This design comes from an exercise in tuning for small area and a short achievable clock period on the open sky130 flow, not from production work.
Function was checked by simulation only, so behaviour that the tests miss may differ from the original.

==> inputs of job 1272 <==
==> flow/design.v (excerpt) <==
module mips(
	input			clk, reset,
	output	[31:0]	pc,
	input	[31:0]	instr,
	output			memwrite,
	output	[31:0]	aluout, writedata,
	input	[31:0]	readdata,
	input	[ 4:0]	dispSel,
	output	[31:0]	dispDat );
==> module mips, before the edit <==
module mips(
	input			clk, reset,
	output	[31:0]	pc,
	input	[31:0]	instr,
	output			memwrite,
	output	[31:0]	aluout, writedata,
	input	[31:0]	readdata,
	input	[ 4:0]	dispSel,
	output	[31:0]	dispDat );
	wire [5:0] op    = instr[31:26];
	wire [5:0] funct = instr[5:0];
	wire i_mem   = op[5];                  
	wire i_sw    = op[5] &  op[3];
	wire i_lw    = op[5] & ~op[3];
	wire i_addi  = ~op[5] & op[3];
	wire i_beq   = ~op[5] & op[2];
	wire i_jmp   = ~op[5] & op[1];         
	wire i_jal   = ~op[5] & op[1] & op[0];
	wire i_r     = ~op[5] & ~op[3] & ~op[2] & ~op[1];
	wire r_alu   = funct[5];
	wire r_md    = ~funct[5] & funct[4];   
	wire r_multu = r_md & funct[0];
	wire r_mflo  = r_md & ~funct[0] & funct[1];
	wire r_mfhi  = r_md & ~funct[0] & ~funct[1];
	wire r_jr    = ~funct[5] & ~funct[4];
	wire multu = i_r & r_multu;
	wire jr    = i_r & r_jr;
	assign memwrite = i_sw;
	wire [4:0]  ra1 = instr[25:21];
	wire [4:0]  ra2 = instr[20:16];
	wire [4:0]  wa  = i_jal ? 5'd31 : (i_r ? instr[15:11] : instr[20:16]);
	wire        we  = i_jal | i_lw | i_addi | (i_r & (r_alu | (r_md & ~funct[0])));
	wire [31:0] wd;
	wire [31:0] r [0:31];
	assign r[0] = 32'b0;
	genvar gi;
	generate
		for (gi = 1; gi < 32; gi = gi + 1) begin : R
			reg [31:0] q;
			always @(posedge clk)
				if (we && wa == gi) q <= wd;
			assign r[gi] = q;
		end
	endgenerate
	wire [31:0] rs = r[ra1];
	wire [31:0] rt = r[ra2];
	assign writedata = rt;
	assign dispDat   = r[dispSel];
	wire [31:0] signimm = {{16{instr[15]}}, instr[15:0]};
	wire [31:0] addr = rs + signimm;
	assign aluout = addr;
	wire        sub  = funct[1];
	wire [31:0] rsum = rs + (sub ? ~rt : rt) + sub;
	reg [31:0] alures;
	always @(*)
		if (~i_r)
			alures = addr;
		else if (funct[2])
			alures = funct[0] ? (rs | rt) : (rs & rt);
		else if (funct[3])
			alures = {31'b0, rsum[31]};
		else
			alures = rsum;
	reg  [31:0] mA, mB;
	wire [63:0] mt, mu;
	mbooth mul(mA, mB, mt, mu);
	wire [63:0] prod = mt + mu;
	always @(posedge clk, posedge reset)
		if (reset) begin
			mA <= 32'b0;
			mB <= 32'b0;
		end else if (multu) begin
			mA <= rs;
			mB <= rt;
		end
	reg  [31:0] pcr;
	assign pc = pcr;
	wire [31:0] pcplus4  = pcr + 32'd4;
	wire [31:0] pcbranch = pcplus4 + {signimm[29:0], 2'b00};
	wire        eq = (rs == rt);
	wire [31:0] pcnext = jr ? rs :
	                     i_jmp ? {pcplus4[31:28], instr[25:0], 2'b00} :
	                     (i_beq & eq) ? pcbranch : pcplus4;
	always @(posedge clk, posedge reset)
		if (reset) pcr <= 32'b0;
		else       pcr <= pcnext;
	assign wd = i_jal ? pcplus4 :
	            i_lw  ? readdata :
	            (i_r & r_md) ? (funct[1] ? prod[31:0] : prod[63:32]) :
	            alures;
endmodule
Settings: LEC_CHECK=0, CAP_MARGIN=20, CORE_MARGIN=2, CORE_UTILIZATION=40, PLACE_DENSITY=0.45, SETUP_SLACK_MARGIN=3, SLEW_MARGIN=20; clock period 12.0 ns.
run.sh (not shown) runs the stock make flow with config.mk's settings and CLKGATE_MAP_FILE= SYNTH_SCRIPT=/design/flow/synth_recipe.tcl, a recipe that flattens the netlist after the stock synthesis.
==> inputs of job 4364, as changes to job 1272 <==
- CAP_MARGIN: 20 -> 10
- SLEW_MARGIN: 20 -> 10
- TNS_END_PERCENT: not set -> 0
==> inputs of job 3838, as changes to job 1272 <==
--- a/flow/design.v
+++ b/flow/design.v
@@ -47,20 +47,18 @@
 	assign writedata = rt;
 	assign dispDat   = r[dispSel];
 	wire [31:0] signimm = {{16{instr[15]}}, instr[15:0]};
-	wire [31:0] addr = rs + signimm;
-	assign aluout = addr;
-	wire        sub  = funct[1];
-	wire [31:0] rsum = rs + (sub ? ~rt : rt) + sub;
+	wire        sub  = i_r & funct[1];
+	wire [31:0] srcb = i_r ? rt : signimm;
+	wire [31:0] sum  = rs + (sub ? ~srcb : srcb) + sub;
+	assign aluout = sum;
 	reg [31:0] alures;
 	always @(*)
-		if (~i_r)
-			alures = addr;
-		else if (funct[2])
+		if (funct[2] & i_r)
 			alures = funct[0] ? (rs | rt) : (rs & rt);
-		else if (funct[3])
-			alures = {31'b0, rsum[31]};
+		else if (funct[3] & i_r)
+			alures = {31'b0, sum[31]};
 		else
-			alures = rsum;
+			alures = sum;
 	reg  [31:0] mA, mB;
 	wire [63:0] mt, mu;
 	mbooth mul(mA, mB, mt, mu);
- TNS_END_PERCENT: not set -> 0
==> inputs of job 1591, as changes to job 1272 <==
- TNS_END_PERCENT: not set -> 0
==> flow_summary.ini <==
[outcome]
status = complete, no violations

[hold_path]
holdPathEnd = pcr[1]

[layout]
fillers = 21030

[critical_path]
cp-endpoint = aluout[29]
rr_startpoint = mB[15]
r2r_end = R[28].q[19]

[synthesis]
synthDominantCellAreaShare_pct = 32.9
yosys.area_share.xor_xnor_pct = 2.19

[detailed_routing]
dr_total_vias = 99744
Source of the figures above: job 1272

==> flow_summary.ini <==
[global_routing]
overflow = 0

[outcome]
status = complete, no violations

[critical_path]
rr_startpoint = mA[30]
cp-endpoint = writedata[14]
r2r_end = R[20].q[27]

[clocking]
clock-root-buffer = clkbuf_16

[detailed_routing]
dr_total_vias = 99274

[synthesis]
yosys.area_share.xor_xnor_pct = 2.19
synthDominantCellAreaShare_pct = 32.9

[floorplanning]
dieArea_um2 = 230000

[layout]
area_growth_syn_to_layout_pct = 17.9
fillers = 21121
buffers = 982
multiInputGateArea_um2 = 54300
Source of the figures above: job 1591

==> flow_summary.ini <==
[outcome]
status = complete, no violations

[detailed_routing]
first_iter_violations = 19160
dr_total_vias = 99148

[layout]
fillers = 20872

[critical_path]
cp-endpoint = aluout[30]
r2r_end = R[7].q[12]

[synthesis]
synthDominantCellAreaShare_pct = 33.2
yosys.area_share.xor_xnor_pct = 1.84

[hold_path]
holdPathEnd = mA[9]
Source of the figures above: job 3838

==> flow_summary.ini <==
[outcome]
status = failed layout checks
so_faults = max-capacitance violations, max-slew violations

[critical_path]
rr_startpoint = mA[31]
cp-endpoint = aluout[28]

[synthesis]
yosys.area_share.xor_xnor_pct = 2.19
yosys.area_share.simple_pct = 12.6
synthDominantCellAreaShare_pct = 32.9

[hold_path]
holdPathEnd = pcr[1]

[detailed_routing]
via_per_inst = 7.51
dr_total_vias = 99332
top_layer_used = met5
wl_um = 602000

[run]
max_cap_viol_count = 1

[sta]
slew_viol_final = 17

[place]
dpl.cell_count = 12697
Source of the figures above: job 4364

## re-timing with driven ports
The flow's constraints put no driver on any port. The routed layouts listed below were extracted and timed again, unchanged, in two steps.
Step 1 assumes that a clkbuf_16 drives the clock port and a buf_2 every other input.
Step 2 adds t to the input delays and takes it off the output delays; t is the mean of the earliest and latest rising clock arrival at the registers after step 1. Input paths then give back, and output paths get back, about the clock's delay inside the block.
a / b / c = ideal / step 1 / step 2; a / b = the first two.
run	t (ns)	slack for setup (ns)	worst setup path after step 2
job 1272	0.952	2.552 / 2.419 / 2.193	input to register
job 4364	0.949	2.524 / 2.470 / 1.738	input to register
job 3838	0.924	2.307 / 2.274 / 2.274	input to output
job 1591	0.950	2.419 / 2.396 / 1.844	input to register
For job 4364, which loses most, drivers alone change the setup slack by -0.054 ns; drivers and shift together by -0.786 ns.
